This design comes from an exercise in tuning for small area on the open sky130 flow, not from production work. In this exercise RTL edits were held to simulation tests only and were not proved equivalent to the original. No activity file was given, so power comes from the tool's default toggle rates.

==> design/flow/design.v <==
module Cajero (
    input CLK,
    input RESET,
    input TARJETA_RECIBIDA,
    input [15:0] PIN_CORRECTO,
    input [3:0] DIGITO,
    input DIGITO_STB,
    input TIPO_TRANS,
    input [31:0] MONTO,
    input MONTO_STB,
    input [63:0] BALANCE_INICIAL,
    output reg [63:0] BALANCE_ACTUALIZADO,
    output BALANCE_STB,
    output ENTREGAR_DINERO,
    output FONDOS_INSUFICIENTES,
    output reg PIN_INCORRECTO,
    output reg ADVERTENCIA,
    output BLOQUEO
    );
    localparam ESP = 3'd0, ING = 3'd1, ANA = 3'd2, DET = 3'd3,
               DEP = 3'd4, RET = 3'd5, FIN = 3'd6, BLQ = 3'd7;
    reg [2:0]  estado;
    reg [1:0]  cnt;         
    reg        pend;        
    reg [15:0] pin;
    wire s_ing = (estado == ING);
    wire s_fin = (estado == FIN);
    wire md    = RESET & (estado == DEP) & MONTO_STB;
    wire mw    = RESET & (estado == RET) & MONTO_STB;
    wire hold  = RESET & ~md;
    assign BALANCE_STB          = s_fin;
    assign ENTREGAR_DINERO      = s_fin & cnt[0];
    assign FONDOS_INSUFICIENTES = s_fin & cnt[1];
    assign BLOQUEO              = (estado == BLQ);
    wire [63:0] x  = {64{md}} & BALANCE_INICIAL | {64{hold}} & BALANCE_ACTUALIZADO;
    wire [31:0] b  = {32{md}} & MONTO | {32{mw}} & ~MONTO;
    wire        ci = mw;
    wire [31:0] y = x[63:32] ^ {32{~md}};    
    wire [31:0] ap = x[31:0] ^ b;
    wire [31:0] ag = x[31:0] & b;
    wire q1 = ag[1] | (ap[1] & (ag[0] | (ap[0] & ci)));
    wire q2 = ap[1] & ap[0];
    wire q3 = ag[3] | (ap[3] & ag[2]);
    wire q4 = ap[3] & ap[2];
    wire q5 = ag[5] | (ap[5] & ag[4]);
    wire q6 = ap[5] & ap[4];
    wire q7 = ag[7] | (ap[7] & ag[6]);
    wire q8 = ap[7] & ap[6];
    wire q9 = ag[9] | (ap[9] & ag[8]);
    wire q10 = ap[9] & ap[8];
    wire q11 = ag[11] | (ap[11] & ag[10]);
    wire q12 = ap[11] & ap[10];
    wire q13 = ag[13] | (ap[13] & ag[12]);
    wire q14 = ap[13] & ap[12];
    wire q15 = ag[15] | (ap[15] & ag[14]);
    wire q16 = ap[15] & ap[14];
    wire q17 = ag[17] | (ap[17] & ag[16]);
    wire q18 = ap[17] & ap[16];
    wire q19 = ag[19] | (ap[19] & ag[18]);
    wire q20 = ap[19] & ap[18];
    wire q21 = ag[21] | (ap[21] & ag[20]);
    wire q22 = ap[21] & ap[20];
    wire q23 = ag[23] | (ap[23] & ag[22]);
    wire q24 = ap[23] & ap[22];
    wire q25 = ag[25] | (ap[25] & ag[24]);
    wire q26 = ap[25] & ap[24];
    wire q27 = ag[27] | (ap[27] & ag[26]);
    wire q28 = ap[27] & ap[26];
    wire q29 = ag[29] | (ap[29] & ag[28]);
    wire q30 = ap[29] & ap[28];
    wire q31 = ag[31] | (ap[31] & ag[30]);
    wire q32 = ap[31] & ap[30];
    wire q33 = ag[2] | (ap[2] & q1);
    wire q34 = ap[2] & q2;
    wire q35 = q3 | (q4 & q1);
    wire q36 = q4 & q2;
    wire q37 = ag[6] | (ap[6] & q5);
    wire q38 = ap[6] & q6;
    wire q39 = q7 | (q8 & q5);
    wire q40 = q8 & q6;
    wire q41 = ag[10] | (ap[10] & q9);
    wire q42 = ap[10] & q10;
    wire q43 = q11 | (q12 & q9);
    wire q44 = q12 & q10;
    wire q45 = ag[14] | (ap[14] & q13);
    wire q46 = ap[14] & q14;
    wire q47 = q15 | (q16 & q13);
    wire q48 = q16 & q14;
    wire q49 = ag[18] | (ap[18] & q17);
    wire q50 = ap[18] & q18;
    wire q51 = q19 | (q20 & q17);
    wire q52 = q20 & q18;
    wire q53 = ag[22] | (ap[22] & q21);
    wire q54 = ap[22] & q22;
    wire q55 = q23 | (q24 & q21);
    wire q56 = q24 & q22;
    wire q57 = ag[26] | (ap[26] & q25);
    wire q58 = ap[26] & q26;
    wire q59 = q27 | (q28 & q25);
    wire q60 = q28 & q26;
    wire q61 = ag[30] | (ap[30] & q29);
    wire q62 = ap[30] & q30;
    wire q63 = q31 | (q32 & q29);
    wire q64 = q32 & q30;
    wire q65 = ag[4] | (ap[4] & q35);
    wire q66 = ap[4] & q36;
    wire q67 = q5 | (q6 & q35);
    wire q68 = q6 & q36;
    wire q69 = q37 | (q38 & q35);
    wire q70 = q38 & q36;
    wire q71 = q39 | (q40 & q35);
    wire q72 = q40 & q36;
    wire q73 = ag[12] | (ap[12] & q43);
    wire q74 = ap[12] & q44;
    wire q75 = q13 | (q14 & q43);
    wire q76 = q14 & q44;
    wire q77 = q45 | (q46 & q43);
    wire q78 = q46 & q44;
    wire q79 = q47 | (q48 & q43);
    wire q80 = q48 & q44;
    wire q81 = ag[20] | (ap[20] & q51);
    wire q82 = ap[20] & q52;
    wire q83 = q21 | (q22 & q51);
    wire q84 = q22 & q52;
    wire q85 = q53 | (q54 & q51);
    wire q86 = q54 & q52;
    wire q87 = q55 | (q56 & q51);
    wire q88 = q56 & q52;
    wire q89 = ag[28] | (ap[28] & q59);
    wire q90 = ap[28] & q60;
    wire q91 = q29 | (q30 & q59);
    wire q92 = q30 & q60;
    wire q93 = q61 | (q62 & q59);
    wire q94 = q62 & q60;
    wire q95 = q63 | (q64 & q59);
    wire q96 = q64 & q60;
    wire q97 = ag[8] | (ap[8] & q71);
    wire q98 = ap[8] & q72;
    wire q99 = q9 | (q10 & q71);
    wire q100 = q10 & q72;
    wire q101 = q41 | (q42 & q71);
    wire q102 = q42 & q72;
    wire q103 = q43 | (q44 & q71);
    wire q104 = q44 & q72;
    wire q105 = q73 | (q74 & q71);
    wire q106 = q74 & q72;
    wire q107 = q75 | (q76 & q71);
    wire q108 = q76 & q72;
    wire q109 = q77 | (q78 & q71);
    wire q110 = q78 & q72;
    wire q111 = q79 | (q80 & q71);
    wire q112 = q80 & q72;
    wire q113 = ag[24] | (ap[24] & q87);
    wire q114 = ap[24] & q88;
    wire q115 = q25 | (q26 & q87);
    wire q116 = q26 & q88;
    wire q117 = q57 | (q58 & q87);
    wire q118 = q58 & q88;
    wire q119 = q59 | (q60 & q87);
    wire q120 = q60 & q88;
    wire q121 = q89 | (q90 & q87);
    wire q122 = q90 & q88;
    wire q123 = q91 | (q92 & q87);
    wire q124 = q92 & q88;
    wire q125 = q93 | (q94 & q87);
    wire q126 = q94 & q88;
    wire q127 = q95 | (q96 & q87);
    wire q128 = q96 & q88;
    wire q129 = ag[16] | (ap[16] & q111);
    wire q130 = ap[16] & q112;
    wire q131 = q17 | (q18 & q111);
    wire q132 = q18 & q112;
    wire q133 = q49 | (q50 & q111);
    wire q134 = q50 & q112;
    wire q135 = q51 | (q52 & q111);
    wire q136 = q52 & q112;
    wire q137 = q81 | (q82 & q111);
    wire q138 = q82 & q112;
    wire q139 = q83 | (q84 & q111);
    wire q140 = q84 & q112;
    wire q141 = q85 | (q86 & q111);
    wire q142 = q86 & q112;
    wire q143 = q87 | (q88 & q111);
    wire q144 = q88 & q112;
    wire q145 = q113 | (q114 & q111);
    wire q146 = q114 & q112;
    wire q147 = q115 | (q116 & q111);
    wire q148 = q116 & q112;
    wire q149 = q117 | (q118 & q111);
    wire q150 = q118 & q112;
    wire q151 = q119 | (q120 & q111);
    wire q152 = q120 & q112;
    wire q153 = q121 | (q122 & q111);
    wire q154 = q122 & q112;
    wire q155 = q123 | (q124 & q111);
    wire q156 = q124 & q112;
    wire q157 = q125 | (q126 & q111);
    wire q158 = q126 & q112;
    wire q159 = q127 | (q128 & q111);
    wire q160 = q128 & q112;
    wire [32:0] cc = {q159, q157, q155, q153, q151, q149, q147, q145, q143, q141, q139, q137, q135, q133, q131, q129, q111, q109, q107, q105, q103, q101, q99, q97, q71, q69, q67, q65, q35, q33, q1, (ag[0] | (ap[0] & ci)), ci};
    wire [31:0] slo = ap ^ cc[31:0];
    wire        c   = cc[32];
    wire q161 = y[1] & y[0];
    wire q162 = y[3] & y[2];
    wire q163 = y[5] & y[4];
    wire q164 = y[7] & y[6];
    wire q165 = y[9] & y[8];
    wire q166 = y[11] & y[10];
    wire q167 = y[13] & y[12];
    wire q168 = y[15] & y[14];
    wire q169 = y[17] & y[16];
    wire q170 = y[19] & y[18];
    wire q171 = y[21] & y[20];
    wire q172 = y[23] & y[22];
    wire q173 = y[25] & y[24];
    wire q174 = y[27] & y[26];
    wire q175 = y[29] & y[28];
    wire q176 = y[31] & y[30];
    wire q177 = y[2] & q161;
    wire q178 = q162 & q161;
    wire q179 = y[6] & q163;
    wire q180 = q164 & q163;
    wire q181 = y[10] & q165;
    wire q182 = q166 & q165;
    wire q183 = y[14] & q167;
    wire q184 = q168 & q167;
    wire q185 = y[18] & q169;
    wire q186 = q170 & q169;
    wire q187 = y[22] & q171;
    wire q188 = q172 & q171;
    wire q189 = y[26] & q173;
    wire q190 = q174 & q173;
    wire q191 = y[30] & q175;
    wire q192 = q176 & q175;
    wire q193 = y[4] & q178;
    wire q194 = q163 & q178;
    wire q195 = q179 & q178;
    wire q196 = q180 & q178;
    wire q197 = y[12] & q182;
    wire q198 = q167 & q182;
    wire q199 = q183 & q182;
    wire q200 = q184 & q182;
    wire q201 = y[20] & q186;
    wire q202 = q171 & q186;
    wire q203 = q187 & q186;
    wire q204 = q188 & q186;
    wire q205 = y[28] & q190;
    wire q206 = q175 & q190;
    wire q207 = q191 & q190;
    wire q208 = q192 & q190;
    wire q209 = y[8] & q196;
    wire q210 = q165 & q196;
    wire q211 = q181 & q196;
    wire q212 = q182 & q196;
    wire q213 = q197 & q196;
    wire q214 = q198 & q196;
    wire q215 = q199 & q196;
    wire q216 = q200 & q196;
    wire q217 = y[24] & q204;
    wire q218 = q173 & q204;
    wire q219 = q189 & q204;
    wire q220 = q190 & q204;
    wire q221 = q205 & q204;
    wire q222 = q206 & q204;
    wire q223 = q207 & q204;
    wire q224 = q208 & q204;
    wire q225 = y[16] & q216;
    wire q226 = q169 & q216;
    wire q227 = q185 & q216;
    wire q228 = q186 & q216;
    wire q229 = q201 & q216;
    wire q230 = q202 & q216;
    wire q231 = q203 & q216;
    wire q232 = q204 & q216;
    wire q233 = q217 & q216;
    wire q234 = q218 & q216;
    wire q235 = q219 & q216;
    wire q236 = q220 & q216;
    wire q237 = q221 & q216;
    wire q238 = q222 & q216;
    wire q239 = q223 & q216;
    wire q240 = q224 & q216;
    wire [32:0] t = {q240, q239, q238, q237, q236, q235, q234, q233, q232, q231, q230, q229, q228, q227, q226, q225, q216, q215, q214, q213, q212, q211, q210, q209, q196, q195, q194, q193, q178, q177, q161, y[0], 1'b1};
    wire        hi_zero = t[32] & ~md;       
    wire        flip = md ? c : (mw & ~c & ~hi_zero);
    wire [31:0] shi = x[63:32] ^ ({32{flip}} & t[31:0]);
    wire        refused = mw & ~c & hi_zero;
    wire [63:0] nbal = {shi, refused ? BALANCE_ACTUALIZADO[31:0] : slo};
    wire lock = pend & ADVERTENCIA;    
    wire dig  = s_ing & DIGITO_STB & ~lock;
    always @(posedge CLK) BALANCE_ACTUALIZADO <= nbal;
    always @(posedge CLK) begin
        if (!RESET) begin
            estado <= ESP;
            cnt <= 0;
            pend <= 0;
            PIN_INCORRECTO <= 0;
            ADVERTENCIA <= 0;
        end else begin
            if (dig) pin <= {pin[11:0], DIGITO};
            case (estado)
                ESP: if (TARJETA_RECIBIDA) estado <= ING;
                ING: begin
                    pend <= 0;
                    if (pend) begin
                        PIN_INCORRECTO <= ~PIN_INCORRECTO & ~ADVERTENCIA;
                        ADVERTENCIA    <= PIN_INCORRECTO;
                    end
                    if (lock) estado <= BLQ;
                    else if (DIGITO_STB) begin
                        cnt <= cnt + 2'd1;
                        if (&cnt) estado <= ANA;
                    end
                end
                ANA: begin
                    if (pin != PIN_CORRECTO) begin
                        pend <= 1;
                        estado <= ING;
                    end else
                        estado <= DET;
                end
                DET: estado <= TIPO_TRANS ? RET : DEP;
                DEP: if (MONTO_STB) estado <= FIN;
                RET: if (MONTO_STB) begin
                    estado <= FIN;
                    cnt <= refused ? 2'b10 : 2'b01;
                end
                FIN: begin
                    estado <= ESP;
                    cnt <= 0;
                    PIN_INCORRECTO <= 0;
                    ADVERTENCIA <= 0;
                end
                BLQ: ;
            endcase
        end
    end
endmodule
==> design/flow/flow/run.sh <==
#!/bin/bash
# The standard ORFS layout (standard.sh) with these changes:
#  - synthesis maps logic with flow/abc.script (see flow/abc_override.tcl);
#  - port buffers are sky130_fd_sc_hd__buf_1 instead of the resizer's default pick;
#  - clock tree synthesis uses clkbuf_8 buffers and inserts no dummy loads.
set -euo pipefail
W=$PWD
{ head -n 1 synth_recipe.tcl; cat flow/abc_override.tcl; tail -n +2 synth_recipe.tcl; } > synth_custom.tcl
export CUSTOM_ABC_SCRIPT=$W/flow/abc.script
bash standard.sh finish \
  SYNTH_SCRIPT=$W/synth_custom.tcl \
  BUFFER_PORTS_ARGS="-buffer_cell sky130_fd_sc_hd__buf_1" \
  CTS_ARGS="-sink_clustering_enable -repair_clock_nets -buf_list sky130_fd_sc_hd__clkbuf_8 -dont_use_dummy_load" \
  > standard_flow.log 2>&1
==> design/flow/flow/abc.script <==
strash
&get -n
&dch
&nf -p -R 20
&put
==> design/flow/flow/abc_override.tcl <==
# Same synthesis as synth_recipe.tcl, except that the ABC call uses flow/abc.script
# (an area-recovering mapping) instead of the ORFS script; registers are mapped
# before ABC runs, so they are the standard synthesis's.
proc abc {args} {
  set i [lsearch -exact $args -script]
  if { $i >= 0 } {
    set args [lreplace $args [expr {$i + 1}] [expr {$i + 1}] $::env(CUSTOM_ABC_SCRIPT)]
  }
  yosys abc {*}$args
}
==> design/flow/standard.sh <==
#!/bin/bash
# synth_recipe.tcl (not shown) runs the flow's synth.tcl, then flattens the netlist and writes it again
# the make line also repeats each setting of config.mk as NAME=value (left out here)
make -C /OpenROAD-flow-scripts/flow DESIGN_CONFIG=/design/flow/config.mk WORK_HOME=/design/flow/orfs CLKGATE_MAP_FILE= SYNTH_SCRIPT=/design/flow/synth_recipe.tcl "${@:-finish}"
==> design/flow/config.mk <==
export PLATFORM = sky130hd
export DESIGN_NAME = Cajero
export DESIGN_NICKNAME = Cajero
export VERILOG_FILES = /design/flow/design.v
export SDC_FILE = /design/flow/constraint.sdc
export NUM_CORES = 4
export LEC_CHECK = 0
export CAP_MARGIN = 20
export CORE_MARGIN = 2
export CORE_UTILIZATION = 60
export CTS_BUF_LIST = sky130_fd_sc_hd__clkbuf_8
export PLACE_DENSITY = 0.75
export SLEW_MARGIN = 20
==> design/flow/constraint.sdc <==
create_clock -name core_clock -period 6.0 [get_ports {CLK}]
set_input_delay 1.2000 -clock core_clock [delete_from_list [all_inputs] [get_ports {CLK}]]
set_output_delay 1.2000 -clock core_clock [all_outputs]
set_load 0.01 [all_outputs]
==> out/summary.json, run 1 <==
{
  "clock_sinks": {"value": 88},
  "wp_data_required": {"value": 6.24, "unit": "ns"},
  "synth_top_area_share": {"value": 25.9, "unit": "%"},
  "antenna_cells": {"value": 0},
  "power.switching_fraction": {"value": 29.0, "unit": "%"},
  "cp.arrival": {"value": 5.68, "unit": "ns"},
  "drt_wl_total": {"value": 14.4, "unit": "mm"},
  "post_synth_instance_area": {"value": 0.00556, "unit": "mm2"},
  "avgSynthCellArea": {"value": 9.82, "unit": "um2"},
  "drt-pass1-iter-count": {"value": 5},
  "clockBufferDepth": {"value": 2},
  "vias": {"value": 5259},
  "chipHeight": {"value": 100, "unit": "um"},
  "holdPathEnd": {"value": "ADVERTENCIA"},
  "worst_setup_path_end_kind": {"value": "flip-flop"},
  "power.switching": {"value": 372, "unit": "uW"},
  "tightest_slew": {"value": 0.846, "unit": "ns"},
  "post_synth_inst_count": {"value": 566},
  "finalHoldViolCount": {"value": 0},
  "max_stage_delay": {"value": 0.45, "unit": "ns"},
  "synth_top_flop_cell": {"value": "sky130_fd_sc_hd__edfxtp_1"},
  "netlist.top_cell.by_area": {"value": "sky130_fd_sc_hd__edfxtp_1"},
  "postSynthNetCount": {"value": 725},
  "timing.hold.worst.start": {"value": "ADVERTENCIA"},
  "startpoint_type": {"value": "primary input"},
  "final.setup.worst_slack": {"value": 0.563, "unit": "ns"},
  "cpLargestDelayFamily": {"value": "compound AO/OA/AOI/OAI gates"},
  "pin_count_of_the_biggest_net_entering_global_routing": {"value": 55},
  "critical_path.cell_chain": {"value": "buf_1, nand2_1, o21a_4, a22oi_1, fa_2, clkinv_1, fa_1, a211o_1, o21ai_0, o21ai_1, a31oi_1, o31ai_2, a31o_1, a41oi_1, nor2b_1, a21o_2, nand3b_1, nand2b_1, xor2_1"},
  "coreArea": {"value": 0.00911, "unit": "mm2"},
  "outcome": {"value": "complete, no violations"},
  "post-dp-hpwl": {"value": 10.9, "unit": "mm"},
  "powerDensity": {"value": 192, "unit": "mW/mm2"},
  "cts_inserted_buffers": {"value": 9},
  "tns": {"value": 0, "unit": "ns"},
  "globalRoute.totalOverflow": {"value": 0},
  "die_area": {"value": 0.0100, "unit": "mm2"},
  "post-route-period-util": {"value": 90.6, "unit": "%"},
  "synth_cell_type_count": {"value": 50},
  "max-slew-margin-rel": {"value": 43.6, "unit": "%"},
  "drcViolationCount": {"value": 0},
  "p_seq_share": {"value": 55.3, "unit": "%"},
  "cts_resized": {"value": 0},
  "setup.reg_to_reg.worst_slack": {"value": 0.70, "unit": "ns"},
  "cts_hold_buf": {"value": 0},
  "drv.max_cap_violation_count": {"value": 0},
  "critical-path-slowest-cell": {"value": "sky130_fd_sc_hd__fa_1"},
  "multi_input_area": {"value": 0.00328, "unit": "mm2"},
  "combinationalPowerShare": {"value": 19.4, "unit": "%"},
  "layout_min_cycle_time": {"value": 5.44, "unit": "ns"},
  "post_synthesis_sequential_element_count": {"value": 88},
  "critical_path_class": {"value": "primary input to flip-flop"},
  "leakagePower": {"value": 0.00251, "unit": "uW"},
  "unrepaired_setup_endpoints_after_global_routing": {"value": "false"},
  "antenna_violations_before_repair": {"value": 0},
  "cts.root.buffer_cell": {"value": "sky130_fd_sc_hd__clkbuf_8"},
  "areaGrowthSynthToFinish": {"value": 19.9, "unit": "%"},
  "die-width": {"value": 100, "unit": "um"},
  "min-delay-path-class": {"value": "flip-flop to flip-flop"},
  "count_of_flip_flops_with_a_built_in_enable_after_synthesis": {"value": 48},
  "worst_supply_voltage_drop_on_vdd": {"value": 0.142, "unit": "mV"},
  "avgViaCountPerCell": {"value": 5.92},
  "final_cell_mix": {"value": "sky130_fd_sc_hd__buf_1 (191), sky130_fd_sc_hd__nand2_1 (62), sky130_fd_sc_hd__edfxtp_1 (48)"},
  "timing.rr.end": {"value": "BALANCE_ACTUALIZADO[53]"},
  "cp_max_fo": {"value": 17},
  "reg2reg_depth": {"value": 18},
  "clk-insertion-delay-late": {"value": 0.36, "unit": "ns"},
  "post-cts-setup-buffer-count": {"value": 0},
  "filler_cell_count": {"value": 726},
  "start_util": {"value": 61.0, "unit": "%"},
  "ff_latch_area": {"value": 0.00224, "unit": "mm2"},
  "route.antenna.remaining_nets": {"value": 0},
  "intPower": {"value": 910, "unit": "uW"},
  "tritoncts": {"value": "yes"},
  "min_delay_path_depth": {"value": 2},
  "drt-wirelength-per-cell": {"value": 16.1, "unit": "um"},
  "ys_seq_area_share": {"value": 40.4, "unit": "%"},
  "dpl_worst_slack": {"value": 0.186, "unit": "ns"},
  "async_reset_ff_share": {"value": 0, "unit": "%"},
  "synth_warnings": {"value": 1},
  "design.portCount": {"value": 192},
  "cts_max_level": {"value": 3},
  "synth.area.top_cells": {"value": "sky130_fd_sc_hd__edfxtp_1 (26%), sky130_fd_sc_hd__dfxtp_1 (14%), sky130_fd_sc_hd__ha_1 (7.0%)"},
  "gr-usage-all-layers": {"value": 29.0, "unit": "%"},
  "drtIter0Drc": {"value": 218},
  "port_buffers": {"value": 191},
  "finalNetCount": {"value": 939},
  "power_frac_clock": {"value": 25.2, "unit": "%"},
  "post_route_cells_drive_above_1_share": {"value": 3.60, "unit": "%"},
  "grt_pass1_wl": {"value": 23.5, "unit": "mm"},
  "postLayoutCoreUtil": {"value": 73.2, "unit": "%"},
  "rows": {"value": 35},
  "crit_buf_inv": {"value": 2},
  "maxSlewViolCount": {"value": 0},
  "r2r-start": {"value": "estado[2]"},
  "skew": {"value": 0.0268, "unit": "ns"},
  "setup_viol": {"value": 0},
  "gpl.final_weighted_congestion": {"value": 0.893},
  "first_global_vias": {"value": 5038},
  "clk_pin_slew": {"value": 0.08, "unit": "ns"},
  "final_common_cell": {"value": "sky130_fd_sc_hd__buf_1"},
  "maxClockFrequency": {"value": 184, "unit": "MHz"}
}
==> area by class of cell <==
type | count | share of cell area (%)
Clock buffer | 9 | 1.86
Inverter | 19 | 1.07
Multi-Input combinational cell | 459 | 49.2
Sequential cell | 88 | 33.6
Tap cell | 111 | 2.08
Timing Repair Buffer | 203 | 12.1
==> per-layer routing <==
layer	track usage, %	vias to the layer above	share of wire [%]
met5	0	-	0
met4	9.80	0	2.0
met3	4.04	22	8.0
met2	49.2	230	48
met1	38.4	2431	42
li1	-	2576	-
==> kinds of logic (layout without fill, tap and decap cells) <==
kind of cell / count (synthesis) / count (layout) / synth area share [%]
and+or+nand+nor: 159 / 159 / 13.7
xor gates and xnor gates: 74 / 74 / 11.7
DFF: 88 / 88 / 40.4
AOI/OAI and AO/OA: 189 / 189 / 23.9
buffers and inverters: 19 / 231 / 1.28
adders and majority gates: 37 / 37 / 9.14
==> state kept, by name (all words and copies together) (netlist names) <==
register / count
pin: 16
pend: 1
PIN_INCORRECTO: 1
cnt: 2
ADVERTENCIA: 1
estado: 3
BALANCE_ACTUALIZADO: 64
==> power by group through the flow <==
stage	clock (uW)	sequential (uW)	combinational (uW)
finish	324	709	249
global route	352	715	277
CTS	331	709	245
detailed placement	0	722	243
global placement	0	720	236
floorplan	0	723	144
==> synth_stat cells, types with 3 or more instances <==
cell type                   count
sky130_fd_sc_hd__nand2_1       62
sky130_fd_sc_hd__edfxtp_1      48
sky130_fd_sc_hd__a22oi_1       44
sky130_fd_sc_hd__dfxtp_1       40
sky130_fd_sc_hd__o21ai_0       38
sky130_fd_sc_hd__xnor2_1       37
sky130_fd_sc_hd__xor2_1        37
sky130_fd_sc_hd__a22o_1        31
sky130_fd_sc_hd__ha_1          31
sky130_fd_sc_hd__nor2_1        28
sky130_fd_sc_hd__a21oi_1       25
sky130_fd_sc_hd__clkinv_1      19
sky130_fd_sc_hd__nand3_1       12
sky130_fd_sc_hd__a21o_1        10
sky130_fd_sc_hd__nor3_1        10
sky130_fd_sc_hd__nand4_1        8
sky130_fd_sc_hd__nor2b_1        8
sky130_fd_sc_hd__a211oi_1       6
sky130_fd_sc_hd__and2_0         6
sky130_fd_sc_hd__fa_1           6
sky130_fd_sc_hd__nor4_1         5
sky130_fd_sc_hd__o211ai_1       5
sky130_fd_sc_hd__a2bb2oi_1      4
sky130_fd_sc_hd__a31oi_1        4
sky130_fd_sc_hd__nand2b_1       4
sky130_fd_sc_hd__or2_0          4
sky130_fd_sc_hd__a221oi_1       3
==> worst reg2reg max path: stages, from the launching register on <==
cell,delay (ns)
sky130_fd_sc_hd__dfxtp_1,0.49
sky130_fd_sc_hd__or3b_1,0.51
sky130_fd_sc_hd__o21a_4,0.30
sky130_fd_sc_hd__a22oi_1,0.21
sky130_fd_sc_hd__fa_2,0.24
sky130_fd_sc_hd__clkinv_1,0.08
sky130_fd_sc_hd__fa_1,0.45
sky130_fd_sc_hd__a211o_1,0.26
sky130_fd_sc_hd__o21ai_0,0.15
sky130_fd_sc_hd__o21ai_1,0.17
sky130_fd_sc_hd__a31oi_1,0.41
sky130_fd_sc_hd__o31ai_2,0.15
sky130_fd_sc_hd__a31o_1,0.32
sky130_fd_sc_hd__a41oi_1,0.32
sky130_fd_sc_hd__nor2b_1,0.21
sky130_fd_sc_hd__a21o_2,0.37
sky130_fd_sc_hd__nand3b_1,0.18
sky130_fd_sc_hd__nand2b_1,0.20
sky130_fd_sc_hd__xor2_1,0.15
==> worst max path at each step <==
stage,cells past startpoint,slack [ns],to,start
after global placement,19,0.35,BALANCE_ACTUALIZADO[59],MONTO_STB
after floorplan,18,0.01,BALANCE_ACTUALIZADO[43],RESET
after global routing,19,0.1,BALANCE_ACTUALIZADO[53],MONTO_STB
after CTS,19,0.55,BALANCE_ACTUALIZADO[53],MONTO_STB
final,19,0.56,BALANCE_ACTUALIZADO[53],MONTO_STB
after detailed placement,19,0.19,BALANCE_ACTUALIZADO[53],MONTO_STB
==> stage by stage <==
step,total power (uW),area (um2),hold slack [ns],instances
after detailed placement,965,6530,0.461,880
after CTS,1290,6660,0.479,889
after floorplan,867,5580,0.447,566
final,1280,6660,0.481,889
after global routing,1340,6660,0.500,889
after global placement,956,6530,0.450,880
==> inputs of run 2 (changes only) <==
==> design/flow/flow/abc.script (replaced) <==
strash
&get -n
&dch
&nf -p -R 30
&put
==> run 2 against run 1 <==
Still clean on timing, DRC and antenna. Clock-buffer cell count stayed put. Routed wire length is 1.3% lower. Core utilization is 2.1 points higher. Clock skew is 0.0032 ns lower. Clock power hardly changed. Synthesized cell count is 0.18% lower. Global-route usage is 1.2 points lower. Combinational power hardly changed. Via count is 1.2% lower. Final area is 0.56% lower. Largest cell class unchanged. Largest power group unchanged.
==> out/summary.json, run 2 <==
{
  "timing.rr.end": {"value": "BALANCE_ACTUALIZADO[63]"},
  "gpl.final_weighted_congestion": {"value": 0.886},
  "coreArea": {"value": 0.00881, "unit": "mm2"},
  "chipHeight": {"value": 99.9, "unit": "um"},
  "critical-path-slowest-cell": {"value": "sky130_fd_sc_hd__nor2_4"},
  "synth_top_flop_cell": {"value": "sky130_fd_sc_hd__edfxtp_1"},
  "synth_top_area_share": {"value": 26.1, "unit": "%"},
  "tritoncts": {"value": "yes"},
  "critical_path.cell_chain": {"value": "buf_1, nand2_1, nor2_4, a22oi_1, fa_1, clkinv_1, fa_1, a211o_1, o21ai_0, o21ai_1, a31oi_1, o31ai_2, a21oi_1, buf_4, o31ai_2, nor2b_1, a21boi_0, o21ai_0, xor2_1"},
  "synth_common_cells": {"value": "sky130_fd_sc_hd__nand2_1 (67), sky130_fd_sc_hd__edfxtp_1 (48), sky130_fd_sc_hd__a22oi_1 (45), sky130_fd_sc_hd__o21ai_0 (42)"},
  "post_synth_inst_count": {"value": 565},
  "cts_hold_buf": {"value": 0},
  "holdPathEnd": {"value": "pin[15]"},
  "ys_seq_area_share": {"value": 40.7, "unit": "%"},
  "first_global_vias": {"value": 4915},
  "clk_pin_slew": {"value": 0.09, "unit": "ns"},
  "cpLargestDelayFamily": {"value": "compound AO/OA/AOI/OAI gates"},
  "skew": {"value": 0.0236, "unit": "ns"},
  "critical_path_class": {"value": "primary input to flip-flop"},
  "grt_pass1_wl": {"value": 22.5, "unit": "mm"},
  "min_delay_path_depth": {"value": 0},
  "final_cell_mix": {"value": "sky130_fd_sc_hd__buf_1 (191), sky130_fd_sc_hd__nand2_1 (67), sky130_fd_sc_hd__edfxtp_1 (48)"},
  "clock_sinks": {"value": 88},
  "synthMostInstantiatedCell": {"value": "sky130_fd_sc_hd__nand2_1"},
  "postPlaceCellArea": {"value": 0.00650, "unit": "mm2"},
  "synth_cell_type_count": {"value": 45},
  "r2r-start": {"value": "estado[2]"},
  "max_stage_delay": {"value": 0.42, "unit": "ns"},
  "maxClockFrequency": {"value": 189, "unit": "MHz"},
  "largest_reg_flops": {"value": 64},
  "cts_inserted_buffers": {"value": 9},
  "filler_cell_count": {"value": 658},
  "avgSynthCellArea": {"value": 9.76, "unit": "um2"},
  "crit_buf_inv": {"value": 3},
  "post-route-period-util": {"value": 88.3, "unit": "%"},
  "timing.hold.worst.start": {"value": "pin[11]"},
  "post-dp-hpwl": {"value": 10.6, "unit": "mm"},
  "largest_registers": {"value": "BALANCE_ACTUALIZADO (64), pin (16), estado (3)"},
  "postLayoutCoreUtil": {"value": 75.2, "unit": "%"},
  "worst_setup_path_end_kind": {"value": "flip-flop"},
  "layout.cells.non_filler": {"value": 884},
  "unrepaired_setup_endpoints_after_global_routing": {"value": "false"},
  "cts_max_level": {"value": 3},
  "final_common_cell": {"value": "sky130_fd_sc_hd__buf_1"},
  "powerDensity": {"value": 193, "unit": "mW/mm2"},
  "cp_max_fo": {"value": 17},
  "post_synth_instance_area": {"value": 0.00552, "unit": "mm2"},
  "tns": {"value": 0, "unit": "ns"},
  "netlist.top_cell.by_area": {"value": "sky130_fd_sc_hd__edfxtp_1"},
  "setup.reg_to_reg.worst_slack": {"value": 0.85, "unit": "ns"},
  "clockBufferDepth": {"value": 2},
  "setup_viol": {"value": 0},
  "globalRoute.totalOverflow": {"value": 0},
  "finalHoldViolCount": {"value": 0},
  "postSynthNetCount": {"value": 724},
  "count_of_flip_flops_with_a_built_in_enable_after_synthesis": {"value": 48},
  "reg2reg_depth": {"value": 19},
  "path_depth": {"value": 19},
  "max-slew-margin-rel": {"value": 48.3, "unit": "%"},
  "drtIter0Drc": {"value": 296},
  "cp.arrival": {"value": 5.38, "unit": "ns"},
  "clk-insertion-delay-late": {"value": 0.36, "unit": "ns"},
  "route.antenna.remaining_nets": {"value": 0},
  "max_flop_register": {"value": "BALANCE_ACTUALIZADO"},
  "min-delay-path-class": {"value": "flip-flop to flip-flop"},
  "postLayoutCellArea": {"value": 0.00663, "unit": "mm2"},
  "leakagePower": {"value": 0.00246, "unit": "uW"},
  "cts.root.buffer_cell": {"value": "sky130_fd_sc_hd__clkbuf_8"},
  "post_synthesis_sequential_element_count": {"value": 88},
  "drv.max_cap_violation_count": {"value": 0},
  "layout_min_cycle_time": {"value": 5.30, "unit": "ns"},
  "pin_count_of_the_biggest_net_entering_global_routing": {"value": 98},
  "dp.cells": {"value": 875},
  "die_area": {"value": 0.00998, "unit": "mm2"},
  "post_route_cells_drive_above_1_share": {"value": 3.48, "unit": "%"},
  "port_buffers": {"value": 191},
  "synth_warnings": {"value": 1},
  "drt-pass1-iter-count": {"value": 5},
  "hold_slack": {"value": 0.478, "unit": "ns"},
  "worst_supply_voltage_drop_on_vdd": {"value": 0.135, "unit": "mV"},
  "drt-wirelength-per-cell": {"value": 16.0, "unit": "um"},
  "vias": {"value": 5198},
  "areaGrowthSynthToFinish": {"value": 20.1, "unit": "%"},
  "multi_input_area": {"value": 0.00325, "unit": "mm2"},
  "start_util": {"value": 62.6, "unit": "%"},
  "finalNetCount": {"value": 937},
  "startpoint_type": {"value": "primary input"},
  "synth.area.top_cells": {"value": "sky130_fd_sc_hd__edfxtp_1 (26%), sky130_fd_sc_hd__dfxtp_1 (15%), sky130_fd_sc_hd__ha_1 (7.0%)"},
  "wp_data_required": {"value": 6.09, "unit": "ns"},
  "drt_wl_total": {"value": 14.2, "unit": "mm"},
  "design.portCount": {"value": 192},
  "post-cts-setup-buffer-count": {"value": 0},
  "cts_resized": {"value": 0},
  "outcome": {"value": "complete, no violations"},
  "maxSlewViolCount": {"value": 0},
  "die-width": {"value": 99.9, "unit": "um"},
  "drcViolationCount": {"value": 0},
  "antenna_violations_before_repair": {"value": 0},
  "avgViaCountPerCell": {"value": 5.88},
  "antenna_cells": {"value": 0},
  "tightest_slew": {"value": 0.775, "unit": "ns"},
  "rows": {"value": 34},
  "async_reset_ff_share": {"value": 0, "unit": "%"},
  "ff_latch_area": {"value": 0.00224, "unit": "mm2"},
  "gr-usage-all-layers": {"value": 27.8, "unit": "%"}
}
-- run 2: stage by stage --
step,power (uW),setup slack (ns)
after floorplan,869,0.00633
after global placement,954,0.487
after detailed placement,966,0.358
after CTS,1280,0.714
after global routing,1330,0.243
final,1280,0.702
-- run 2: per-layer routing --
layer,vias up,track usage [%],part of all wire [%]
met5,-,0,0
met4,0,9.06,1.5
met3,13,4.46,6.8
met2,227,49.2,51
met1,2390,35.0,41
li1,2568,-,-
-- run 2: final cells by class --
| type | instances | area share, % |
|---|---|---|
| multi-input cells | 459 | 49.0 |
| flip-flops and latches | 88 | 33.8 |
| inverters | 18 | 1.02 |
| repair buffers | 202 | 12.3 |
| clock buffers | 9 | 1.87 |
| well taps | 108 | 2.04 |
-- run 2: power breakdown --
part	switching, uW	leakage (uW)	internal, uW
Sequential	34.5	0.000862	675
Combinational	145	0.00153	103
Clock	187	0.0000647	135
-- run 2: how the worst max path moves through the flow --
stage,from,endpoint
5_1_grt,RESET,BALANCE_ACTUALIZADO[30]
2_1_floorplan,RESET,BALANCE_ACTUALIZADO[30]
6_report,MONTO_STB,BALANCE_ACTUALIZADO[30]
3_3_place_gp,MONTO_STB,BALANCE_ACTUALIZADO[41]
4_1_cts,MONTO_STB,BALANCE_ACTUALIZADO[41]
3_5_place_dp,RESET,BALANCE_ACTUALIZADO[41]
-- run 2: logic make-up (layout without fill, tap and decap cells) --
| family | count (synthesis) | count (layout) | share of synthesized area [%] |
|---|---|---|---|
| compound gates | 188 | 188 | 23.6 |
| simple gates | 159 | 159 | 13.4 |
| flops | 88 | 88 | 40.7 |
| xor+xnor | 75 | 75 | 11.9 |
| fa+ha+maj | 37 | 37 | 9.21 |
| buf+inv | 18 | 229 | 1.22 |
==> inputs of run 3 (changes only) <==
--- a/design/flow/config.mk
+++ b/design/flow/config.mk
@@ -5,9 +5,9 @@
 export SDC_FILE = /design/flow/constraint.sdc
 export NUM_CORES = 4
 export LEC_CHECK = 0
-export CAP_MARGIN = 20
+export CAP_MARGIN = 0
 export CORE_MARGIN = 2
 export CORE_UTILIZATION = 60
 export CTS_BUF_LIST = sky130_fd_sc_hd__clkbuf_8
 export PLACE_DENSITY = 0.75
-export SLEW_MARGIN = 20
+export SLEW_MARGIN = 0
==> run 3 against run 2 <==
Synthesized area stayed put. Die area stayed put. Sequential power hardly changed. First-iteration DRC count is 3.0% lower. Clock skew is 0.0021 ns higher. Largest power group unchanged. Highest routed layer unchanged.
==> out/summary.json, run 3 <==
{
  "outcome": {"value": "complete, no violations"},
  "clock_sinks": {"value": 88},
  "clockBufferDepth": {"value": 2},
  "filler_cell_count": {"value": 659},
  "drtIter0Drc": {"value": 287},
  "drv.max_cap_violation_count": {"value": 0},
  "skew": {"value": 0.0257, "unit": "ns"},
  "avgViaCountPerCell": {"value": 5.88},
  "post_synthesis_sequential_element_count": {"value": 88},
  "wp_data_required": {"value": 6.23, "unit": "ns"},
  "startpoint_type": {"value": "primary input"},
  "cts_max_level": {"value": 3},
  "synth_warnings": {"value": 1},
  "design.portCount": {"value": 192},
  "critical_path.cell_chain": {"value": "buf_1, nand2_1, o21a_4, a22oi_1, fa_1, clkinv_1, fa_1, a211o_1, o21ai_0, o21ai_1, a31oi_1, o31ai_2, a21oi_1, buf_4, nor2_1, nor3b_1, a22o_2, nor2b_1, o211ai_1, xor2_1"},
  "first_global_vias": {"value": 4915},
  "ff_latch_area": {"value": 0.00224, "unit": "mm2"},
  "power": {"value": 1280, "unit": "uW"},
  "port_buffers": {"value": 191},
  "avgSynthCellArea": {"value": 9.76, "unit": "um2"},
  "post-dp-hpwl": {"value": 10.6, "unit": "mm"},
  "gpl.final_weighted_congestion": {"value": 0.886},
  "ys_seq_area_share": {"value": 40.7, "unit": "%"},
  "synth_top_area_share": {"value": 26.1, "unit": "%"},
  "unrepaired_setup_endpoints_after_global_routing": {"value": "false"},
  "worst_setup_path_end_kind": {"value": "flip-flop"},
  "drt-pass1-iter-count": {"value": 4},
  "multi_input_area": {"value": 0.00324, "unit": "mm2"},
  "reg2reg_depth": {"value": 19},
  "maxClockFrequency": {"value": 189, "unit": "MHz"},
  "min_delay_path_depth": {"value": 0},
  "setup.reg_to_reg.worst_slack": {"value": 0.86, "unit": "ns"},
  "antenna_cells": {"value": 0},
  "largest_registers": {"value": "BALANCE_ACTUALIZADO (64), pin (16), estado (3)"},
  "postSynthNetCount": {"value": 724},
  "finalHoldViolCount": {"value": 0},
  "post-cts-setup-buffer-count": {"value": 0},
  "post_synth_inst_count": {"value": 565},
  "critical-path-slowest-cell": {"value": "sky130_fd_sc_hd__fa_1"},
  "layout_min_cycle_time": {"value": 5.30, "unit": "ns"},
  "r2r-start": {"value": "estado[2]"},
  "synthMostInstantiatedCell": {"value": "sky130_fd_sc_hd__nand2_1"},
  "dp.cells": {"value": 875},
  "antenna_violations_before_repair": {"value": 0},
  "clk-insertion-delay-late": {"value": 0.36, "unit": "ns"},
  "timing.rr.end": {"value": "BALANCE_ACTUALIZADO[63]"},
  "gr-usage-all-layers": {"value": 27.8, "unit": "%"},
  "layout.cells.non_filler": {"value": 884},
  "timing.hold.worst.start": {"value": "pin[11]"},
  "critical_path_class": {"value": "primary input to flip-flop"},
  "clk_pin_slew": {"value": 0.09, "unit": "ns"},
  "drt-wirelength-per-cell": {"value": 16.0, "unit": "um"},
  "min-delay-path-class": {"value": "flip-flop to flip-flop"},
  "post_route_cells_drive_above_1_share": {"value": 3.48, "unit": "%"},
  "netlist.top_cell.by_area": {"value": "sky130_fd_sc_hd__edfxtp_1"},
  "cp_max_fo": {"value": 11},
  "pin_count_of_the_biggest_net_entering_global_routing": {"value": 98},
  "cts.root.buffer_cell": {"value": "sky130_fd_sc_hd__clkbuf_8"},
  "maxSlewViolCount": {"value": 0},
  "powerDensity": {"value": 193, "unit": "mW/mm2"},
  "synth.area.top_cells": {"value": "sky130_fd_sc_hd__edfxtp_1 (26%), sky130_fd_sc_hd__dfxtp_1 (15%), sky130_fd_sc_hd__ha_1 (7.0%)"},
  "start_util": {"value": 62.6, "unit": "%"},
  "async_reset_ff_share": {"value": 0, "unit": "%"},
  "count_of_flip_flops_with_a_built_in_enable_after_synthesis": {"value": 48},
  "route.antenna.remaining_nets": {"value": 0},
  "final_cell_mix": {"value": "sky130_fd_sc_hd__buf_1 (191), sky130_fd_sc_hd__nand2_1 (67), sky130_fd_sc_hd__edfxtp_1 (48)"},
  "tritoncts": {"value": "yes"},
  "largest_reg_flops": {"value": 64},
  "coreArea": {"value": 0.00881, "unit": "mm2"},
  "grt_pass1_wl": {"value": 22.5, "unit": "mm"},
  "die-width": {"value": 99.9, "unit": "um"},
  "post-route-period-util": {"value": 88.3, "unit": "%"},
  "synth_common_cells": {"value": "sky130_fd_sc_hd__nand2_1 (67), sky130_fd_sc_hd__edfxtp_1 (48), sky130_fd_sc_hd__a22oi_1 (45), sky130_fd_sc_hd__o21ai_0 (42)"},
  "chipHeight": {"value": 99.9, "unit": "um"},
  "max_stage_delay": {"value": 0.45, "unit": "ns"},
  "tns": {"value": 0, "unit": "ns"},
  "drt_wl_total": {"value": 14.2, "unit": "mm"},
  "rows": {"value": 34},
  "finalNetCount": {"value": 937},
  "max_flop_register": {"value": "BALANCE_ACTUALIZADO"},
  "holdPathEnd": {"value": "pin[15]"},
  "post_synth_instance_area": {"value": 0.00552, "unit": "mm2"},
  "leakagePower": {"value": 0.00245, "unit": "uW"},
  "die_area": {"value": 0.00998, "unit": "mm2"},
  "cts_inserted_buffers": {"value": 9},
  "final_common_cell": {"value": "sky130_fd_sc_hd__buf_1"},
  "synth_top_flop_cell": {"value": "sky130_fd_sc_hd__edfxtp_1"},
  "tightest_slew": {"value": 1.17, "unit": "ns"},
  "worst_supply_voltage_drop_on_vdd": {"value": 0.136, "unit": "mV"},
  "areaGrowthSynthToFinish": {"value": 20.0, "unit": "%"},
  "globalRoute.totalOverflow": {"value": 0},
  "cts_hold_buf": {"value": 0},
  "vias": {"value": 5202},
  "cp.arrival": {"value": 5.52, "unit": "ns"},
  "worst_path_most_repeated_cell": {"value": "sky130_fd_sc_hd__fa_1"},
  "max-slew-margin-rel": {"value": 21.4, "unit": "%"},
  "cts_resized": {"value": 0},
  "drcViolationCount": {"value": 0},
  "setup_viol": {"value": 0},
  "synth_cell_type_count": {"value": 45}
}
## run 3: report_power, final
group | leakage (uW) | internal, uW | switching [uW]
Sequential | 0.000862 | 675 | 34.7
Combinational | 0.00153 | 102 | 144
Clock | 0.0000647 | 135 | 189
## run 3: worst max-delay path by stage
stage,start,to,slack (ns),cells after the start
after CTS,MONTO_STB,BALANCE_ACTUALIZADO[41],0.71,21
after global placement,MONTO_STB,BALANCE_ACTUALIZADO[41],0.49,21
after detailed placement,RESET,BALANCE_ACTUALIZADO[41],0.36,21
after global routing,RESET,BALANCE_ACTUALIZADO[30],0.24,19
final,MONTO_STB,BALANCE_ACTUALIZADO[63],0.70,20
after floorplan,RESET,BALANCE_ACTUALIZADO[30],0.006,17
## run 3: worst max-delay path, delay by kind of cell
kind | cells | cell delay (ns)
buffers and inverters | 3 | 0.38
adder cells (fa/ha/maj) | 2 | 0.66
XOR/XNOR | 1 | 0.17
AND/OR/NAND/NOR | 4 | 0.79
AO/OA/AOI/OAI | 10 | 2.30
## run 3: area by class of cell
class / instances / area share [%]
Multi-Input combinational cell: 459 / 48.9
Sequential cell: 88 / 33.9
Tap cell: 108 / 2.04
Timing Repair Buffer: 202 / 12.3
Clock buffer: 9 / 1.87
Inverter: 18 / 1.02
## run 3: routing by layer
metal	wire length [um]	vias to the layer above	part of all wire [%]	GRT usage (%)
met4	235	0	1.7	9.06
li1	-	2575	-	-
met1	5850	2396	41	35.0
met2	7120	217	50	49.2
met5	0	-	0	0
met3	972	14	6.9	4.46
## run 3: cells by family (layout without fill, tap and decap cells)
group                    count (synthesis)  count (layout)  share of synthesized area (%)
AO/OA/AOI/OAI                          188             188                           23.6
AND/OR/NAND/NOR                        159             159                           13.4
flip-flops                              88              88                           40.7
XOR/XNOR                                75              75                           11.9
adder cells (fa/ha/maj)                 37              37                           9.21
buffers and inverters                   18             229                           1.22
## run 3: stage by stage
stage	utilization, %	hold WS (ns)	cell area, um2	setup slack (ns)
finish	75.2	0.476	6620	0.703
global route	75.2	0.479	6620	0.243
CTS	75.2	0.482	6620	0.714
detailed placement	73.8	0.466	6500	0.358
global placement	73.8	0.451	6500	0.487
floorplan	-	0.447	5540	0.00633
==> inputs of run 4 (changes only) <==
--- a/design/flow/flow/run.sh
+++ b/design/flow/flow/run.sh
@@ -10,5 +10,5 @@
 bash standard.sh finish \
   SYNTH_SCRIPT=$W/synth_custom.tcl \
   BUFFER_PORTS_ARGS="-buffer_cell sky130_fd_sc_hd__buf_1" \
-  CTS_ARGS="-sink_clustering_enable -repair_clock_nets -buf_list sky130_fd_sc_hd__clkbuf_8 -dont_use_dummy_load" \
+  CTS_ARGS="-sink_clustering_enable -repair_clock_nets -buf_list {sky130_fd_sc_hd__clkbuf_4 sky130_fd_sc_hd__clkbuf_8} -sink_clustering_size 10 -dont_use_dummy_load" \
   > standard_flow.log 2>&1
==> design/flow/flow/abc.script (replaced) <==
strash
&get -n
&dch
&nf -p
&put
--- a/design/flow/config.mk
+++ b/design/flow/config.mk
@@ -5,9 +5,9 @@
 export SDC_FILE = /design/flow/constraint.sdc
 export NUM_CORES = 4
 export LEC_CHECK = 0
-export CAP_MARGIN = 0
+export CAP_MARGIN = 20
 export CORE_MARGIN = 2
 export CORE_UTILIZATION = 60
 export CTS_BUF_LIST = sky130_fd_sc_hd__clkbuf_8
 export PLACE_DENSITY = 0.75
-export SLEW_MARGIN = 0
+export SLEW_MARGIN = 20
==> run 4 against run 3 <==
Worst setup slack worse by 0.11 ns. Clock power is essentially flat. Total power grew 1.1%. Sequential share of layout area is 0.54 points lower. Final area is 1.6% higher. Synthesized area grew 1.9%. Clock skew rose by 0.0020 ns. Register-to-register slack got worse by 0.13 ns. Still clean on timing, DRC and antenna. Combinational power up 4%. Maximum frequency down 2.0%. Sequential cell count is the same. Highest routed layer unchanged. Critical endpoint is now BALANCE_ACTUALIZADO[59]. Synthesized cell count up 1.8%.
==> out/summary.json, run 4 <==
{
  "outcome": {"value": "complete, no violations"},
  "globalRoute.totalOverflow": {"value": 0},
  "post-route-period-util": {"value": 90.1, "unit": "%"},
  "areaGrowthSynthToFinish": {"value": 19.7, "unit": "%"},
  "clk_pin_slew": {"value": 0.10, "unit": "ns"},
  "tritoncts": {"value": "yes"},
  "min-delay-path-class": {"value": "flip-flop to flip-flop"},
  "cp.arrival": {"value": 5.68, "unit": "ns"},
  "crit_start": {"value": "MONTO_STB"},
  "holdPathEnd": {"value": "pin[15]"},
  "post_synth_inst_count": {"value": 575},
  "avgSynthCellArea": {"value": 9.78, "unit": "um2"},
  "start_util": {"value": 61.4, "unit": "%"},
  "maxClockFrequency": {"value": 185, "unit": "MHz"},
  "pin_count_of_the_biggest_net_entering_global_routing": {"value": 86},
  "netlist.top_cell.by_area": {"value": "sky130_fd_sc_hd__edfxtp_1"},
  "critical_path_class": {"value": "primary input to flip-flop"},
  "max_flop_register": {"value": "BALANCE_ACTUALIZADO"},
  "post_synthesis_sequential_element_count": {"value": 88},
  "synth_top_flop_cell": {"value": "sky130_fd_sc_hd__edfxtp_1"},
  "drtIter0Drc": {"value": 353},
  "setup_viol": {"value": 0},
  "multi_input_area": {"value": 0.00335, "unit": "mm2"},
  "post_synth_instance_area": {"value": 0.00562, "unit": "mm2"},
  "tns": {"value": 0, "unit": "ns"},
  "clk-insertion-delay-late": {"value": 0.35, "unit": "ns"},
  "synth_common_cells": {"value": "sky130_fd_sc_hd__nand2_1 (62), sky130_fd_sc_hd__xnor2_1 (54), sky130_fd_sc_hd__edfxtp_1 (48), sky130_fd_sc_hd__o21ai_0 (42), sky130_fd_sc_hd__dfxtp_1 (40)"},
  "chipHeight": {"value": 101, "unit": "um"},
  "drv.max_cap_violation_count": {"value": 0},
  "tightest_slew": {"value": 0.838, "unit": "ns"},
  "antenna_cells": {"value": 0},
  "gr-usage-all-layers": {"value": 28.4, "unit": "%"},
  "largest_registers": {"value": "BALANCE_ACTUALIZADO (64), pin (16), estado (3)"},
  "route.antenna.remaining_nets": {"value": 0},
  "cp_max_fo": {"value": 19},
  "worst_setup_path_end_kind": {"value": "flip-flop"},
  "first_global_vias": {"value": 5089},
  "coreArea": {"value": 0.00915, "unit": "mm2"},
  "finalHoldViolCount": {"value": 0},
  "max-slew-margin-rel": {"value": 43.5, "unit": "%"},
  "synth_top_area_share": {"value": 25.6, "unit": "%"},
  "drt_wl_total": {"value": 14.5, "unit": "mm"},
  "vias": {"value": 5323},
  "synthMostInstantiatedCell": {"value": "sky130_fd_sc_hd__nand2_1"},
  "detailed_route_wire_length_on_metal_1": {"value": 6.31, "unit": "mm"},
  "cts_inserted_buffers": {"value": 9},
  "met2RoutedLength": {"value": 7.09, "unit": "mm"},
  "synth_warnings": {"value": 1},
  "setup.reg_to_reg.worst_slack": {"value": 0.73, "unit": "ns"},
  "r2r-start": {"value": "estado[2]"},
  "postSynthNetCount": {"value": 734},
  "gpl.final_weighted_congestion": {"value": 0.883},
  "post-dp-hpwl": {"value": 10.7, "unit": "mm"},
  "post_route_cells_drive_above_1_share": {"value": 3.30, "unit": "%"},
  "clock_sinks": {"value": 88},
  "postLayoutCellArea": {"value": 0.00673, "unit": "mm2"},
  "maxSlewViolCount": {"value": 0},
  "drt-pass1-iter-count": {"value": 6},
  "post-cts-setup-buffer-count": {"value": 0},
  "timing.hold.worst.start": {"value": "pin[11]"},
  "synth_cell_type_count": {"value": 50},
  "postPlaceCellArea": {"value": 0.00660, "unit": "mm2"},
  "unrepaired_setup_endpoints_after_global_routing": {"value": "false"},
  "ff_latch_area": {"value": 0.00224, "unit": "mm2"},
  "drt-wirelength-per-cell": {"value": 16.2, "unit": "um"},
  "leakagePower": {"value": 0.00256, "unit": "uW"},
  "avgViaCountPerCell": {"value": 5.93},
  "layout.cells.non_filler": {"value": 898},
  "filler_cell_count": {"value": 729},
  "skew": {"value": 0.0277, "unit": "ns"},
  "cts_max_level": {"value": 3},
  "reg2reg_depth": {"value": 18},
  "finalNetCount": {"value": 948},
  "port_buffers": {"value": 191},
  "cts_resized": {"value": 0},
  "timing.rr.end": {"value": "BALANCE_ACTUALIZADO[59]"},
  "rows": {"value": 35},
  "largest_reg_flops": {"value": 64},
  "final_cell_mix": {"value": "sky130_fd_sc_hd__buf_1 (191), sky130_fd_sc_hd__nand2_1 (62), sky130_fd_sc_hd__xnor2_1 (54)"},
  "async_reset_ff_share": {"value": 0, "unit": "%"},
  "antenna_violations_before_repair": {"value": 0},
  "power": {"value": 1290, "unit": "uW"},
  "synth.area.top_cells": {"value": "sky130_fd_sc_hd__edfxtp_1 (26%), sky130_fd_sc_hd__dfxtp_1 (14%), sky130_fd_sc_hd__xnor2_1 (8.4%)"},
  "worst_supply_voltage_drop_on_vdd": {"value": 0.122, "unit": "mV"},
  "final_common_cell": {"value": "sky130_fd_sc_hd__buf_1"},
  "ys_seq_area_share": {"value": 39.9, "unit": "%"},
  "powerDensity": {"value": 192, "unit": "mW/mm2"},
  "layout_min_cycle_time": {"value": 5.41, "unit": "ns"},
  "die_area": {"value": 0.0102, "unit": "mm2"},
  "clockBufferDepth": {"value": 2},
  "dp.cells": {"value": 889},
  "count_of_flip_flops_with_a_built_in_enable_after_synthesis": {"value": 48},
  "cts.root.buffer_cell": {"value": "sky130_fd_sc_hd__clkbuf_8"},
  "die-width": {"value": 101, "unit": "um"},
  "startpoint_type": {"value": "primary input"},
  "design.portCount": {"value": 192},
  "cts_hold_buf": {"value": 0},
  "drcViolationCount": {"value": 0},
  "grt_pass1_wl": {"value": 23.4, "unit": "mm"},
  "total_length_of_routed_met3_wires": {"value": 987, "unit": "um"},
  "min_delay_path_depth": {"value": 0},
  "topRoutingLayerUsed": {"value": "met4"},
  "wp_data_required": {"value": 6.28, "unit": "ns"}
}
## run 4: how the worst max path moves through the flow
stage / endpoint / slack (ns) / cells past startpoint
floorplan: BALANCE_ACTUALIZADO[47] / 0.07 / 17
global placement: BALANCE_ACTUALIZADO[47] / 0.42 / 19
detailed placement: BALANCE_ACTUALIZADO[59] / 0.26 / 19
CTS: BALANCE_ACTUALIZADO[59] / 0.61 / 19
global route: BALANCE_ACTUALIZADO[62] / 0.18 / 18
finish: BALANCE_ACTUALIZADO[59] / 0.59 / 19
## run 4: layout make-up
type / instances / share of cell area (%)
repair buffers: 203 / 12.0
well taps: 111 / 2.06
inverters: 17 / 0.967
flip-flops and latches: 88 / 33.3
multi-input cells: 470 / 49.8
clock buffers: 9 / 1.84
## run 4: through the flow
stage	util (%)	hold WS [ns]	worst slack (ns)
6_report	73.5	0.451	0.594
4_1_cts	73.4	0.454	0.613
2_1_floorplan	-	0.447	0.0714
3_5_place_dp	72.1	0.457	0.264
5_1_grt	73.5	0.466	0.182
3_3_place_gp	72.1	0.450	0.417
## run 4: power breakdown
| group | switching [uW] | internal, uW | total, uW |
|---|---|---|---|
| Sequential | 37.0 | 675 | 712 |
| Clock | 189 | 135 | 324 |
| Combinational | 155 | 103 | 257 |
| Total | 381 | 913 | 1290 |
## run 4: worst max-delay path: stages
cell and delay, ns:
sky130_fd_sc_hd__buf_1 0.17, sky130_fd_sc_hd__nand2_1 0.20, sky130_fd_sc_hd__nor2_4 0.10, sky130_fd_sc_hd__a22oi_1 0.24, sky130_fd_sc_hd__fa_1 0.21, sky130_fd_sc_hd__clkinv_1 0.08, sky130_fd_sc_hd__fa_1 0.44, sky130_fd_sc_hd__a211o_1 0.28
sky130_fd_sc_hd__a41o_1 0.29, sky130_fd_sc_hd__a31oi_1 0.35, sky130_fd_sc_hd__o21bai_1 0.22, sky130_fd_sc_hd__a21oi_1 0.30, sky130_fd_sc_hd__clkinv_1 0.19, sky130_fd_sc_hd__a21oi_1 0.25, sky130_fd_sc_hd__nor2b_1 0.23, sky130_fd_sc_hd__a21oi_2 0.13
sky130_fd_sc_hd__buf_4 0.23, sky130_fd_sc_hd__nor4b_1 0.41, sky130_fd_sc_hd__xnor2_1 0.17
## run 4: routing by layer
metal | track usage [%] | vias up
met4 | 6.22 | 0
met5 | 0 | -
met3 | 5.34 | 15
li1 | - | 2623
met1 | 37.6 | 2462
met2 | 48.4 | 223
## run 4: logic make-up (layout without fill, tap and decap cells)
logic type               count (synthesis)  in the layout  share of synthesized area, %
adder cells (fa/ha/maj)                 37             37                          9.04
flip-flops                              88             88                          39.9
AO/OA/AOI/OAI                          191            191                          23.4
AND/OR/NAND/NOR                        167            167                          14.8
buffers and inverters                   17            229                          1.14
XOR/XNOR                                75             75                          11.7
==> inputs of run 5 (changes only) <==
--- a/design/flow/design.v
+++ b/design/flow/design.v
@@ -13,25 +13,28 @@
     output BALANCE_STB,
     output ENTREGAR_DINERO,
     output FONDOS_INSUFICIENTES,
-    output reg PIN_INCORRECTO,
-    output reg ADVERTENCIA,
+    output PIN_INCORRECTO,
+    output ADVERTENCIA,
     output BLOQUEO
     );
     localparam ESP = 3'd0, ING = 3'd1, ANA = 3'd2, DET = 3'd3,
-               DEP = 3'd4, RET = 3'd5, FIN = 3'd6, BLQ = 3'd7;
+               DEP = 3'd4, RET = 3'd5, FIN = 3'd6, ING1 = 3'd7;
     reg [2:0]  estado;
     reg [1:0]  cnt;         
-    reg        pend;        
+    reg        f1, f2;      
     reg [15:0] pin;
-    wire s_ing = (estado == ING);
-    wire s_fin = (estado == FIN);
-    wire md    = RESET & (estado == DEP) & MONTO_STB;
-    wire mw    = RESET & (estado == RET) & MONTO_STB;
-    wire hold  = RESET & ~md;
+    wire s_fin  = (estado == FIN);
+    wire s_ing1 = (estado == ING1);
+    wire s_ing  = (estado == ING) | s_ing1;
+    wire md     = RESET & (estado == DEP) & MONTO_STB;
+    wire mw     = RESET & (estado == RET) & MONTO_STB;
+    wire hold   = RESET & ~md;
     assign BALANCE_STB          = s_fin;
     assign ENTREGAR_DINERO      = s_fin & cnt[0];
     assign FONDOS_INSUFICIENTES = s_fin & cnt[1];
-    assign BLOQUEO              = (estado == BLQ);
+    assign PIN_INCORRECTO       = f1 & ~f2;
+    assign ADVERTENCIA          = f2 & ~f1;
+    assign BLOQUEO              = f1 & f2;
     wire [63:0] x  = {64{md}} & BALANCE_INICIAL | {64{hold}} & BALANCE_ACTUALIZADO;
     wire [31:0] b  = {32{md}} & MONTO | {32{mw}} & ~MONTO;
     wire        ci = mw;
@@ -287,39 +290,34 @@
     wire [31:0] shi = x[63:32] ^ ({32{flip}} & t[31:0]);
     wire        refused = mw & ~c & hi_zero;
     wire [63:0] nbal = {shi, refused ? BALANCE_ACTUALIZADO[31:0] : slo};
-    wire lock = pend & ADVERTENCIA;    
+    wire lock = s_ing1 & f2;                 
     wire dig  = s_ing & DIGITO_STB & ~lock;
     always @(posedge CLK) BALANCE_ACTUALIZADO <= nbal;
     always @(posedge CLK) begin
         if (!RESET) begin
             estado <= ESP;
             cnt <= 0;
-            pend <= 0;
-            PIN_INCORRECTO <= 0;
-            ADVERTENCIA <= 0;
+            f1 <= 0;
+            f2 <= 0;
         end else begin
             if (dig) pin <= {pin[11:0], DIGITO};
             case (estado)
-                ESP: if (TARJETA_RECIBIDA) estado <= ING;
-                ING: begin
-                    pend <= 0;
-                    if (pend) begin
-                        PIN_INCORRECTO <= ~PIN_INCORRECTO & ~ADVERTENCIA;
-                        ADVERTENCIA    <= PIN_INCORRECTO;
+                ESP: if (TARJETA_RECIBIDA & ~(f1 & f2)) estado <= ING;
+                ING, ING1: begin
+                    if (s_ing1) begin
+                        f1 <= ~f1;
+                        f2 <= f1 | f2;
                     end
-                    if (lock) estado <= BLQ;
-                    else if (DIGITO_STB) begin
-                        cnt <= cnt + 2'd1;
-                        if (&cnt) estado <= ANA;
-                    end
-                end
-                ANA: begin
-                    if (pin != PIN_CORRECTO) begin
-                        pend <= 1;
+                    if (lock) estado <= ESP;
+                    else begin
                         estado <= ING;
-                    end else
-                        estado <= DET;
+                        if (DIGITO_STB) begin
+                            cnt <= cnt + 2'd1;
+                            if (&cnt) estado <= ANA;
+                        end
+                    end
                 end
+                ANA: estado <= (pin != PIN_CORRECTO) ? ING1 : DET;
                 DET: estado <= TIPO_TRANS ? RET : DEP;
                 DEP: if (MONTO_STB) estado <= FIN;
                 RET: if (MONTO_STB) begin
@@ -329,10 +327,9 @@
                 FIN: begin
                     estado <= ESP;
                     cnt <= 0;
-                    PIN_INCORRECTO <= 0;
-                    ADVERTENCIA <= 0;
+                    f1 <= 0;
+                    f2 <= 0;
                 end
-                BLQ: ;
             endcase
         end
     end
--- a/design/flow/flow/run.sh
+++ b/design/flow/flow/run.sh
@@ -10,5 +10,5 @@
 bash standard.sh finish \
   SYNTH_SCRIPT=$W/synth_custom.tcl \
   BUFFER_PORTS_ARGS="-buffer_cell sky130_fd_sc_hd__buf_1" \
-  CTS_ARGS="-sink_clustering_enable -repair_clock_nets -buf_list {sky130_fd_sc_hd__clkbuf_4 sky130_fd_sc_hd__clkbuf_8} -sink_clustering_size 10 -dont_use_dummy_load" \
+  CTS_ARGS="-sink_clustering_enable -repair_clock_nets -buf_list sky130_fd_sc_hd__clkbuf_8 -dont_use_dummy_load" \
   > standard_flow.log 2>&1
==> design/flow/flow/abc.script (replaced) <==
strash
&get -n
&dch
&nf -p -R 30
&put
==> run 5 against run 4 <==
Critical path depth fell by 2. Sequential cell count down 1. Critical endpoint is now BALANCE_ACTUALIZADO[51]. Worst hold slack better by 0.033 ns. Synthesized area is 3.4% lower. Final area fell by 2.7%. Clock skew is 0.0047 ns higher. First-iteration DRC count is 24% lower. Synthesized cell count fell by 3.1%. Largest cell class unchanged.
==> out/summary.json, run 5 <==
{
  "clock_sinks": {"value": 87},
  "timing.rr.end": {"value": "BALANCE_ACTUALIZADO[51]"},
  "outcome": {"value": "complete, no violations"},
  "power_frac_clock": {"value": 31.1, "unit": "%"},
  "post-dp-hpwl": {"value": 10.4, "unit": "mm"},
  "final_cell_mix": {"value": "sky130_fd_sc_hd__buf_1 (191), sky130_fd_sc_hd__nand2_1 (73), sky130_fd_sc_hd__xnor2_1 (49)"},
  "drv.max_cap_violation_count": {"value": 0},
  "synth_top_area_share": {"value": 26.5, "unit": "%"},
  "async_reset_ff_share": {"value": 0, "unit": "%"},
  "cts_hold_buf": {"value": 0},
  "gr-usage-all-layers": {"value": 28.2, "unit": "%"},
  "worst_path_most_repeated_cell": {"value": "sky130_fd_sc_hd__a31oi_2"},
  "port_buffers": {"value": 191},
  "cts.root.buffer_cell": {"value": "sky130_fd_sc_hd__clkbuf_8"},
  "avgSynthCellArea": {"value": 9.75, "unit": "um2"},
  "design.portCount": {"value": 192},
  "areaGrowthSynthToFinish": {"value": 20.5, "unit": "%"},
  "cts_max_level": {"value": 3},
  "first_global_vias": {"value": 4906},
  "chipHeight": {"value": 99.2, "unit": "um"},
  "setup_viol": {"value": 0},
  "drtIter0Drc": {"value": 268},
  "post_route_cells_drive_above_1_share": {"value": 3.66, "unit": "%"},
  "post-route-period-util": {"value": 90.9, "unit": "%"},
  "max-slew-margin-rel": {"value": 50.9, "unit": "%"},
  "avgViaCountPerCell": {"value": 5.90},
  "count_of_flip_flops_with_a_built_in_enable_after_synthesis": {"value": 48},
  "cts_resized": {"value": 0},
  "finalNetCount": {"value": 926},
  "postLayoutCoreUtil": {"value": 74.7, "unit": "%"},
  "final_common_cell": {"value": "sky130_fd_sc_hd__buf_1"},
  "worst_setup_path_end_kind": {"value": "flip-flop"},
  "synth_warnings": {"value": 1},
  "unrepaired_setup_endpoints_after_global_routing": {"value": "false"},
  "critical_path_class": {"value": "primary input to flip-flop"},
  "post-cts-setup-buffer-count": {"value": 0},
  "drt_wl_total": {"value": 13.9, "unit": "mm"},
  "layout_min_cycle_time": {"value": 5.45, "unit": "ns"},
  "maxSlewViolCount": {"value": 0},
  "cpLargestDelayFamily": {"value": "compound AO/OA/AOI/OAI gates"},
  "r2r-start": {"value": "estado[2]"},
  "post_synth_inst_count": {"value": 557},
  "largest_registers": {"value": "BALANCE_ACTUALIZADO (64), pin (16), estado (3)"},
  "rows": {"value": 34},
  "largest_reg_flops": {"value": 64},
  "gpl.final_weighted_congestion": {"value": 0.919},
  "cts_inserted_buffers": {"value": 9},
  "crit_buf_inv": {"value": 2},
  "globalRoute.totalOverflow": {"value": 0}
}
==> run 5: worst max path at each step <==
stage / cells past startpoint / slack, ns / end
floorplan: 17 / 0.03 / BALANCE_ACTUALIZADO[51]
global placement: 17 / 0.42 / BALANCE_ACTUALIZADO[51]
detailed placement: 17 / 0.21 / BALANCE_ACTUALIZADO[51]
CTS: 17 / 0.55 / BALANCE_ACTUALIZADO[51]
global route: 17 / 0.15 / BALANCE_ACTUALIZADO[51]
finish: 17 / 0.55 / BALANCE_ACTUALIZADO[51]
==> run 5: power groups by stage <==
stage | Clock, uW | Combinational (uW) | Sequential [uW]
2_1_floorplan | 0 | 27.2 | 647
3_5_place_dp | 0 | 72.1 | 648
3_3_place_gp | 0 | 70.3 | 648
6_report | 319 | 73.7 | 635
4_1_cts | 324 | 72.7 | 635
5_1_grt | 344 | 81.5 | 636
==> run 5: final cells by class <==
cell class / instances / area [um2] / area share, %
sequential: 87 / 2220 / 34.0
inverter: 19 / 72.6 / 1.11
clock buffer: 9 / 124 / 1.89
timing repair buffer: 199 / 790 / 12.1
tap: 108 / 135 / 2.06
multi-input combinational: 451 / 3200 / 48.9
==> run 5: logic make-up after synthesis <==
logic type | synth area share, %
AO/OA/AOI/OAI | 24.3
XOR/XNOR | 11.9
adder cells (fa/ha/maj) | 9.35
buffers and inverters | 1.31
flip-flops | 40.9
multiplexers | 0.184
AND/OR/NAND/NOR | 12.0
==> run 5: stage by stage <==
step                      setup WS (ns)  area (um2)  power (uW)  hold slack, ns  instances
final                             0.546        6550        1030           0.484        873
after global routing              0.146        6550        1060           0.506        873
after CTS                         0.554        6540        1030           0.482        873
after detailed placement          0.208        6410         720           0.457        864
after global placement            0.417        6410         718           0.454        864
after floorplan                  0.0289        5480         674           0.449        557
==> run 5: metal layers <==
layer | share of wire [%] | up-vias | track usage [%]
met2 | 48 | 212 | 47.5
met1 | 43 | 2401 | 38.7
met4 | 0.75 | 0 | 6.74
met5 | 0 | - | 0
met3 | 8.2 | 10 | 4.36
li1 | - | 2526 | -

## what the ideal ports hide
How much do the figures lean on ideal ports? The routed layouts below were timed once more, with nothing changed but the port constraints.
Step 1 assumes that a clkbuf_16 drives the clock port and a buf_2 every other input.
Step 2 adds t to the input delays and takes it off the output delays; t is the mean of the earliest and latest rising clock arrival at the registers after step 1. Input paths then give back, and output paths get back, about the clock's delay inside the block.
a / b / c = ideal ports / drivers / drivers and shift; a / b = the first two.
| run | t (ns) | slack for setup (ns) | worst setup path after step 2 |
|---|---|---|---|
| run 1 | 0.383 | 0.563 / 0.575 / 0.193 | input to register |
| run 2 | 0.386 | 0.702 / 0.704 / 0.319 | input to register |
| run 3 | 0.386 | 0.703 / 0.705 / 0.319 | input to register |
| run 4 | 0.374 | 0.594 / 0.605 / 0.230 | input to register |
| run 5 | 0.369 | 0.546 / 0.542 / 0.173 | input to register |
After both steps setup and hold are still met in every run listed. For run 3, which loses most, drivers alone change the setup slack by +0.002 ns; drivers and shift together by -0.384 ns.
